Context: an optimization exercise on an open-source flow, tuned for a short achievable clock period and few clock cycles. The choices shown serve that exercise and are no tape-out recipe.
The RTL was checked by simulation tests, not by an equivalence proof against the original design.
Power and IR drop assume default switching activity.

## flow/config.mk

```make
export PLATFORM = sky130hd
export DESIGN_NAME = TopLevel
export DESIGN_NICKNAME = TopLevel
export VERILOG_FILES = /design/flow/design.v
export SDC_FILE = /design/flow/constraint.sdc
export NUM_CORES = 8
export LEC_CHECK = 0
export ABC_CLOCK_PERIOD_IN_PS = 4000
export CAP_MARGIN = 20
export CORE_MARGIN = 2
export CORE_UTILIZATION = 40
export SETUP_SLACK_MARGIN = 5
export SLEW_MARGIN = 20
```

## flow/constraint.sdc

```tcl
create_clock -name core_clock -period 20.0 [get_ports {clk}]
set_input_delay 4.0000 -clock core_clock [delete_from_list [all_inputs] [get_ports {clk}]]
set_output_delay 4.0000 -clock core_clock [all_outputs]
set_load 0.01 [all_outputs]
```

## flow/design.v

```verilog
module TopLevel (
    input  logic        clk, rst, interrupt,
    output logic [31:0] imem_addr,
    input  logic [31:0] imem_rdata,
    output logic [31:0] dmem_addr,
    output logic [31:0] dmem_wdata,
    output logic [3:0]  dmem_wmask,
    output logic        dmem_we,
    input  logic [31:0] dmem_rdata);
  localparam int BW = 5;             
  localparam int NB = 1 << BW;
  localparam int TW = 8;             
  logic [31:0]   pc_f;
  logic [NB-1:0] btb_v;
  logic [TW-1:0] btb_tag [NB];
  logic [29:0]   btb_tgt [NB];
  logic [1:0]    btb_ctr [NB];
  logic          valid_d, predt_d, hit_d;
  logic [31:0]   pc_d, ir_d;
  logic [29:0]   ptgt_d;
  logic [1:0]    ctr_d;
  logic [31:0]   rf [32];
  logic          m_wen, m_we, m_ld;
  logic [4:0]    m_rd;
  logic [2:0]    m_f3;
  logic [31:0]   m_result, m_addr, m_wdata;
  logic [3:0]    m_wmask;
  logic          w_wen, w_ld;
  logic [4:0]    w_rd;
  logic [2:0]    w_f3;
  logic [1:0]    w_off;
  logic [31:0]   w_result, w_ldata;
  logic          irq_r;
  logic          st_mie, st_mpie, mie_mtie, mtvec_mode;
  logic [29:0]   mtvec_base, mepc;
  logic [31:0]   mcause;
  wire [BW-1:0] fidx  = pc_f[BW+1:2];
  wire [TW-1:0] ftag  = pc_f[BW+TW+1:BW+2];
  wire          f_hit = btb_v[fidx] && (btb_tag[fidx] == ftag);
  wire          f_predt = f_hit && btb_ctr[fidx][1];
  wire [29:0]   f_tgt = btb_tgt[fidx];
  wire [31:0]   f_pc4 = pc_f + 32'd4;
  wire [31:0]   f_npc = f_predt ? {f_tgt, 2'b00} : f_pc4;
  assign imem_addr = pc_f;
  wire [6:0] opc = ir_d[6:0];
  wire [4:0] rd  = ir_d[11:7];
  wire [4:0] rs1 = ir_d[19:15];
  wire [4:0] rs2 = ir_d[24:20];
  wire [2:0] f3  = ir_d[14:12];
  wire is_lui   = opc == 7'b0110111;
  wire is_auipc = opc == 7'b0010111;
  wire is_jal   = opc == 7'b1101111;
  wire is_jalr  = opc == 7'b1100111;
  wire is_br    = opc == 7'b1100011;
  wire is_ld    = opc == 7'b0000011;
  wire is_st    = opc == 7'b0100011;
  wire is_opi   = opc == 7'b0010011;
  wire is_op    = opc == 7'b0110011;
  wire is_sys   = opc == 7'b1110011;
  wire is_csr   = is_sys && (f3 != 3'b000);
  wire is_mret  = ir_d == 32'h30200073;
  wire wen      = (is_lui | is_auipc | is_jal | is_jalr | is_ld | is_opi | is_op | is_csr) && (rd != 5'd0);
  wire use_rs1  = is_jalr | is_br | is_ld | is_st | is_opi | is_op | (is_csr && !f3[2]);
  wire use_rs2  = is_br | is_st | is_op;
  wire [31:0] imm_i = {{20{ir_d[31]}}, ir_d[31:20]};
  wire [31:0] imm_s = {{20{ir_d[31]}}, ir_d[31:25], ir_d[11:7]};
  wire [31:0] imm_b = {{20{ir_d[31]}}, ir_d[7], ir_d[30:25], ir_d[11:8], 1'b0};
  wire [31:0] imm_u = {ir_d[31:12], 12'b0};
  wire [31:0] imm_j = {{12{ir_d[31]}}, ir_d[19:12], ir_d[20], ir_d[30:21], 1'b0};
  logic [31:0] ld_val, w_wdata;
  always_comb begin
    logic [31:0] sh;
    sh = w_ldata >> {w_off, 3'b000};
    case (w_f3)
      3'b000:  ld_val = {{24{sh[7]}}, sh[7:0]};
      3'b100:  ld_val = {24'b0, sh[7:0]};
      3'b001:  ld_val = {{16{sh[15]}}, sh[15:0]};
      3'b101:  ld_val = {16'b0, sh[15:0]};
      3'b010:  ld_val = w_ldata;
      default: ld_val = 32'b0;
    endcase
    w_wdata = w_ld ? ld_val : w_result;
  end
  logic [31:0] a, b;
  always_comb begin
    if (rs1 == 5'd0)                 a = 32'b0;
    else if (m_wen && m_rd == rs1)   a = m_result;
    else if (w_wen && w_rd == rs1)   a = w_wdata;
    else                             a = rf[rs1];
    if (rs2 == 5'd0)                 b = 32'b0;
    else if (m_wen && m_rd == rs2)   b = m_result;
    else if (w_wen && w_rd == rs2)   b = w_wdata;
    else                             b = rf[rs2];
  end
  wire [31:0] opb = is_op ? b : imm_i;
  logic [31:0] alu, sra;
  assign sra = $signed(a) >>> opb[4:0];
  always_comb begin
    case (f3)
      3'b000:  alu = (is_op && ir_d[30]) ? a - opb : a + opb;
      3'b001:  alu = a << opb[4:0];
      3'b010:  alu = {31'b0, $signed(a) < $signed(opb)};
      3'b011:  alu = {31'b0, a < opb};
      3'b100:  alu = a ^ opb;
      3'b101:  alu = ir_d[30] ? sra : (a >> opb[4:0]);
      3'b110:  alu = a | opb;
      default: alu = a & opb;
    endcase
  end
  logic cond;
  always_comb begin
    case (f3)
      3'b000:  cond = a == b;
      3'b001:  cond = a != b;
      3'b100:  cond = $signed(a) < $signed(b);
      3'b101:  cond = $signed(a) >= $signed(b);
      3'b110:  cond = a < b;
      3'b111:  cond = a >= b;
      default: cond = 1'b0;
    endcase
  end
  wire [31:0] pcrel    = pc_d + (is_auipc ? imm_u : is_jal ? imm_j : imm_b);
  wire [31:0] pc4_d    = pc_d + 32'd4;
  wire [31:0] addr_sum = a + (is_st ? imm_s : imm_i);
  wire        taken    = is_jal | is_jalr | (is_br & cond);
  wire        tgt_ok   = (ptgt_d == pcrel[31:2]) && (pcrel[1:0] == 2'b00);
  wire [11:0] caddr = ir_d[31:20];
  logic [31:0] csr_rd, csr_src, csr_new;
  always_comb begin
    case (caddr)
      12'h300: csr_rd = {24'b0, st_mpie, 3'b0, st_mie, 3'b0};
      12'h304: csr_rd = {24'b0, mie_mtie, 7'b0};
      12'h344: csr_rd = {24'b0, irq_r, 7'b0};
      12'h305: csr_rd = {mtvec_base, 1'b0, mtvec_mode};
      12'h341: csr_rd = {mepc, 2'b00};
      12'h342: csr_rd = mcause;
      default: csr_rd = 32'b0;
    endcase
    csr_src = f3[2] ? {27'b0, rs1} : a;
    case (f3[1:0])
      2'b01:   csr_new = csr_src;
      2'b10:   csr_new = csr_rd | csr_src;
      default: csr_new = csr_rd & ~csr_src;
    endcase
  end
  wire ld_hazard = m_ld && m_wen &&
                   ((use_rs1 && rs1 == m_rd) || (use_rs2 && rs2 == m_rd));
  wire stall  = valid_d && ld_hazard;
  wire trap   = irq_r && mie_mtie && st_mie && valid_d && !is_csr && !is_mret;
  wire fire   = valid_d && !stall && !trap;
  wire csr_we = fire && is_csr && (f3[1:0] == 2'b01 || rs1 != 5'd0);
  wire pcrel_ctl = is_br | is_jal;
  wire mispred   = pcrel_ctl ? (taken ? !(predt_d && tgt_ok) : predt_d)
                             : (is_jalr | is_mret | predt_d);
  wire redirect  = trap | (fire && mispred);
  wire [31:0] tvec = {mtvec_base, 2'b00} + (mtvec_mode ? 32'd28 : 32'd0);
  logic [31:0] redirect_pc;
  always_comb begin
    if (trap)         redirect_pc = tvec;
    else if (is_mret) redirect_pc = {mepc, 2'b00};
    else if (is_jalr) redirect_pc = {addr_sum[31:1], 1'b0};
    else if (taken)   redirect_pc = pcrel;
    else              redirect_pc = pc4_d;
  end
  logic [31:0] result;
  always_comb begin
    if (is_lui)                 result = imm_u;
    else if (is_auipc)          result = pcrel;
    else if (is_jal | is_jalr)  result = pc4_d;
    else if (is_csr)            result = csr_rd;
    else                        result = alu;
  end
  logic [31:0] st_data;
  logic [3:0]  st_mask;
  always_comb begin
    case (f3)
      3'b000: begin
        st_data = {4{b[7:0]}};
        st_mask = 4'b0001 << addr_sum[1:0];
      end
      3'b001: begin
        st_data = {2{b[15:0]}};
        st_mask = addr_sum[1] ? 4'b1100 : 4'b0011;
      end
      3'b010: begin
        st_data = b;
        st_mask = 4'b1111;
      end
      default: begin
        st_data = b;
        st_mask = 4'b0000;
      end
    endcase
  end
  always_ff @(posedge clk) begin
    if (rst) begin
      pc_f    <= 32'b0;
      valid_d <= 1'b0;
    end else if (redirect) begin
      pc_f    <= redirect_pc;
      valid_d <= 1'b0;
    end else if (!stall) begin
      pc_f    <= f_npc;
      valid_d <= 1'b1;
    end
  end
  always_ff @(posedge clk) begin
    if (!stall) begin
      pc_d    <= pc_f;
      ir_d    <= imem_rdata;
      predt_d <= f_predt;
      hit_d   <= f_hit;
      ptgt_d  <= f_tgt;
      ctr_d   <= btb_ctr[fidx];
    end
  end
  wire       bt_we = fire && pcrel_ctl && (hit_d || taken);
  wire [BW-1:0] didx = pc_d[BW+1:2];
  logic [1:0] ctr_new;
  always_comb begin
    if (!hit_d)     ctr_new = 2'b11;
    else if (taken) ctr_new = (ctr_d == 2'b11) ? 2'b11 : ctr_d + 2'b01;
    else            ctr_new = (ctr_d == 2'b00) ? 2'b00 : ctr_d - 2'b01;
  end
  always_ff @(posedge clk) begin
    if (rst)        btb_v <= '0;
    else if (bt_we) btb_v[didx] <= 1'b1;
  end
  always_ff @(posedge clk) begin
    if (bt_we) begin
      btb_tag[didx] <= pc_d[BW+TW+1:BW+2];
      btb_tgt[didx] <= taken ? pcrel[31:2] : ptgt_d;
      btb_ctr[didx] <= ctr_new;
    end
  end
  always_ff @(posedge clk) begin
    if (rst) begin
      m_wen <= 1'b0;
      m_we  <= 1'b0;
    end else begin
      m_wen <= fire && wen;
      m_we  <= fire && is_st;
    end
  end
  always_ff @(posedge clk) begin
    m_ld     <= is_ld;
    m_rd     <= rd;
    m_f3     <= f3;
    m_result <= result;
    m_addr   <= addr_sum;
    m_wdata  <= st_data;
    m_wmask  <= st_mask;
  end
  assign dmem_addr  = m_addr;
  assign dmem_we    = m_we;
  assign dmem_wmask = m_wmask;
  assign dmem_wdata = m_wdata;
  always_ff @(posedge clk) begin
    if (rst) w_wen <= 1'b0;
    else     w_wen <= m_wen;
  end
  always_ff @(posedge clk) begin
    w_ld     <= m_ld;
    w_rd     <= m_rd;
    w_f3     <= m_f3;
    w_off    <= m_addr[1:0];
    w_result <= m_result;
    w_ldata  <= dmem_rdata;
  end
  always_ff @(posedge clk) begin
    if (w_wen) rf[w_rd] <= w_wdata;
  end
  always_ff @(posedge clk) begin
    if (rst) begin
      irq_r      <= 1'b0;
      st_mie     <= 1'b0;
      st_mpie    <= 1'b0;
      mie_mtie   <= 1'b0;
      mtvec_base <= 30'b0;
      mtvec_mode <= 1'b0;
      mepc       <= 30'b0;
      mcause     <= 32'b0;
    end else begin
      irq_r <= interrupt;
      if (trap) begin
        st_mpie <= st_mie;
        st_mie  <= 1'b0;
        mepc    <= pc_d[31:2];
        mcause  <= 32'h80000007;
      end else if (fire && is_mret) begin
        st_mie  <= st_mpie;
        st_mpie <= 1'b1;
      end else if (csr_we) begin
        case (caddr)
          12'h300: begin
            st_mie  <= csr_new[3];
            st_mpie <= csr_new[7];
          end
          12'h304: mie_mtie <= csr_new[7];
          12'h305: begin
            mtvec_base <= csr_new[31:2];
            mtvec_mode <= csr_new[0];
          end
          12'h341: mepc   <= csr_new[31:2];
          12'h342: mcause <= csr_new;
          default: ;
        endcase
      end
    end
  end
endmodule
```

## flow/run.sh

```bash
#!/bin/bash
# synth_recipe.tcl (not shown) runs the flow's synth.tcl, then flattens the netlist and writes it again
# the make line also repeats each setting of config.mk as NAME=value (left out here)
make -C /OpenROAD-flow-scripts/flow DESIGN_CONFIG=/design/flow/config.mk WORK_HOME=/design/flow/orfs CLKGATE_MAP_FILE= SYNTH_SCRIPT=/design/flow/synth_recipe.tcl finish
```

==> results.py <==
metrics = {
    "logic_synthesis": {
        "yosys.cell_types.count": 107,
        "yosys.area.top_type": "edfxtp_1",
        "yosys_warnings": 1,
        "synth.top_cell.area_share": 0.550,
        "post-synth-top-count-cell": "edfxtp_1",
        "synthCells": 8477,
        "synth-edff-count": 2402,
        "synthTopCellsByCount": "2402 x edfxtp_1, 1048 x mux4_2, 596 x nor2_1, 528 x nand2_1, 407 x a21oi_1",
        "syn_area_um2": 131000,
        "synth.area.top_cells": "edfxtp_1 55%, mux4_2 18%, dfxtp_1 5.6%",
        "synth_seq_cells": 2766,
        "syn_nets": 8751,
        "yosys_most_used_dff": "edfxtp_1",
        "synthArstFlopShare": 0,
        "syn_area_per_cell_um2": 15.5,
        "seq_area_frac_synth": 0.605,
    },
    "route": {
        "wl_met3_um": 48600,
        "drt_first_iter_violations": 13300,
        "route.met2.wl_um": 207000,
        "routedWlPerCell_um": 35.4,
        "vias_per_cell": 6.51,
        "dr.pass1.iters": 7,
        "wl_met1_um": 180000,
        "routed_wl_um": 468000,
        "top_layer": "met5",
        "vias": 86200,
        "drcViolationCount": 0,
        "antenna_left": 0,
    },
    "worst_setup_path": {
        "critPathRequiredTime_ns": 20.51,
        "r2r-end": "btb_tag[3][6]$_DFFE_PP_",
        "cp_top_family": "simple AND/OR/NAND/NOR gates",
        "path_max_fanout": 86,
        "path_depth": 21,
        "arrival_ns": 11.02,
        "crit_end": "btb_tag[3][6]$_DFFE_PP_",
        "crit_chain": "buf_12, buf_12, mux4_2, mux4_2, mux2i_1, nor2_1, a221oi_2, inv_1, ha_1, nand4_1, or4_1, nor4_1, o21ai_0, o21ai_1, nand4_1, o221a_2, nand2_2, o21a_1, nand2_1, nor2_4, buf_4",
        "cpPeakStageDelay_ns": 0.98,
        "crit_slowest_cell": "a221oi_2",
        "end_kind": "flip-flop",
        "critPathKind": "reg -> reg",
        "critPathBufInv": 4,
        "rr_worst_depth": 21,
        "r2r_slack_ns": 9.49,
        "cp-start-kind": "flip-flop",
    },
    "cts": {
        "clk_latency_ns": 0.94,
        "cts_resized": 0,
        "cts_tree": "done",
        "cts_buffers": 304,
        "clock-root-buffer": "clkbuf_16",
        "cts-hold-fix-buffers": 0,
        "htree_levels": 5,
        "path_clk_slew_ns": 0.06,
        "post-cts-setup-buffer-count": 0,
        "numClockSinks": 2766,
        "cts_buffer_depth": 4,
    },
    "sta": {
        "fin_crit_ns": 10.51,
        "finalHoldViolations": 0,
        "rsz0062_at_grt": "no",
        "fmaxAchievable_mhz": 95.2,
        "hold_ws_ns": 0.326,
        "drv_slew": 0,
        "finalSetupTns_ns": 0,
        "min_period_over_period": 0.525,
        "finClkSkew_ns": 0.0853,
        "worst_pin_slew_ns": 1.36,
        "setup_viol": 0,
        "slew_headroom": 0.0913,
    },
    "floorplan": {
        "die_h_um": 577,
        "core.rowCount": 210,
        "initial_core_util": 0.401,
        "die_width_um": 577,
        "ios": 168,
        "die-area_um2": 333000,
        "core_area_um2": 327000,
    },
    "power": {
        "cellPowerDensity_nw_per_um2": 94.9,
        "p_leak_uw": 0.0485,
        "vdd_drop_max_mv": 0.0747,
    },
    "min_path": {
        "min_path_type": "reg -> reg",
    },
    "run": {
        "drv_cap": 0,
    },
    "outcome": {
        "status": "complete, no violations",
    },
    "global_routing": {
        "grt_antenna_before_repair": 29,
        "grt_pass1_vias": 83500,
        "grt_max_degree": 142,
        "grtUsageTotal": 0.276,
        "grt_pass1_wl_um": 651000,
        "gr-total-overflow": 0,
    },
    "place": {
        "place_congestion": 1.07,
        "post-dp-hpwl_um": 303000,
        "io_buffers": 167,
    },
    "cells_and_area": {
        "nNetsFinal": 8913,
        "drive_gt1_frac": 0.231,
        "n_fill_cell": 28200,
        "syn2layout_area_growth_pct": 13.4,
    },
}
-- worst min-delay path by stage --
stage | startpoint | to | cells after the start
2_1_floorplan | m_f3[0]$_DFF_P_ | w_f3[0]$_DFF_P_ | 0
3_3_place_gp | m_f3[1]$_DFF_P_ | w_f3[1]$_DFF_P_ | 0
3_5_place_dp | m_f3[1]$_DFF_P_ | w_f3[1]$_DFF_P_ | 0
4_1_cts | m_f3[0]$_DFF_P_ | w_f3[0]$_DFF_P_ | 0
5_1_grt | m_f3[0]$_DFF_P_ | w_f3[0]$_DFF_P_ | 0
6_report | m_f3[0]$_DFF_P_ | w_f3[0]$_DFF_P_ | 0
-- layer usage --
layer  up-vias  global-route usage
met2      5707               0.412
met3      1206              0.0589
met4         8               0.166
met5         -                   0
met1     44800               0.372
li1      34600                   -
-- state kept, by name, summed over array words and instances (netlist names), 64 cells and up, named ones only --
signal   count
btb_tag    256
btb_tgt    960
btb_ctr     64
rf        1024
-- worst reg2reg max path, stage by stage (launching register included) --
cell and delay [ns]:
dfxtp_4 0.78, buf_12 0.64, buf_12 0.65, mux4_2 0.63
mux4_2 0.48, mux2i_1 0.26, nor2_1 0.08, a221oi_2 0.98
inv_1 0.62, ha_1 0.52, nand4_1 0.11, or4_1 0.47
nor4_1 0.38, o21ai_0 0.19, o21ai_1 0.27, nand4_1 0.18
o221a_2 0.25, nand2_2 0.31, o21a_1 0.29, nand2_1 0.48
nor2_4 0.96, buf_4 0.52
-- cell families (layout without fill, tap and decap cells) --
logic type / after synthesis / count (layout) / synth area share
mux: 1271 / 1271 / 0.199
buf+inv: 770 / 1176 / 0.0246
compound gates: 1601 / 1601 / 0.0802
xor+xnor: 192 / 192 / 0.0135
fa+ha+maj: 209 / 209 / 0.0202
other cells: 0 / 20 / 0
flops: 2766 / 2766 / 0.605
simple gates: 1668 / 1668 / 0.0574
-- layout by cell type (no fill, tap or decap), drive strengths merged, types with 33 or more instances in the layout --
cell / count
a211oi: 158
a21o: 70
a21oi: 410
a221oi: 42
a31oi: 70
and2: 36
and3: 64
buf: 286
clkbuf: 389
clkdlybuf4s50: 166
clkinv: 116
dfxtp: 364
edfxtp: 2402
ha: 202
inv: 189
mux2: 64
mux2i: 149
mux4: 1058
nand2: 530
nand2b: 35
nand3: 107
nand4: 37
nor2: 598
nor2b: 41
nor3: 89
o211ai: 81
o21a: 40
o21ai: 351
o22ai: 44
or3: 33
xnor2: 124
xor2: 62
-- metrics by stage --
| step | util | power (uW) | cells | setup slack [ns] | instance area, um2 |
|---|---|---|---|---|---|
| floorplan | - | 7770 | 8477 | 11.66 | 131000 |
| global placement | 0.425 | 8600 | 12700 | 9.83 | 139000 |
| detailed placement | 0.425 | 8620 | 12700 | 9.58 | 139000 |
| CTS | 0.455 | 14100 | 13200 | 9.52 | 149000 |
| global route | 0.455 | 14500 | 13200 | 9.19 | 149000 |
| finish | 0.455 | 14100 | 13200 | 9.49 | 149000 |
-- report_power, final --
group,internal [uW],switching [uW]
registers,6500,100
logic,672,1290
clock network,3190,2360
-- area by class of cell --
cell class	instances	area (um2)	area share
Antenna cell	20	50.0	0.000336
Clock buffer	389	8190	0.0550
Clock inverter	161	1590	0.0107
Inverter	174	663	0.00446
Multi-Input combinational cell	4941	49500	0.332
Sequential cell	2766	79500	0.534
Tap cell	4346	5440	0.0365
Timing Repair Buffer	452	3920	0.0264
Testbench counts, summed over its fixed seeds: cycles 719,865.

-- static timing again, ports no longer ideal --
How much do the figures lean on ideal ports? The routed layout below was timed once more, with nothing changed but the port constraints. Step 1, drivers: a clkbuf_16 drives clk and a buf_2 each remaining input, both assumed. Step 2 also shifts input and output timing later by t, the mid clock arrival at the registers, as if the neighbouring blocks saw the same clock. a / b / c = ideal / step 1 / step 2; a / b = the first two.
t, ns: 0.994
slack for setup (ns): 9.493 / 9.493 / 9.493
clock arrival spread, ns: 0.085 / 0.085
worst slew at a driven data input, ns: 0.06
cell pins on the clock port's net: 1
After both steps this run still meets setup and hold. For this run, drivers alone change the setup slack by 0.000 ns; drivers and shift together by 0.000 ns.
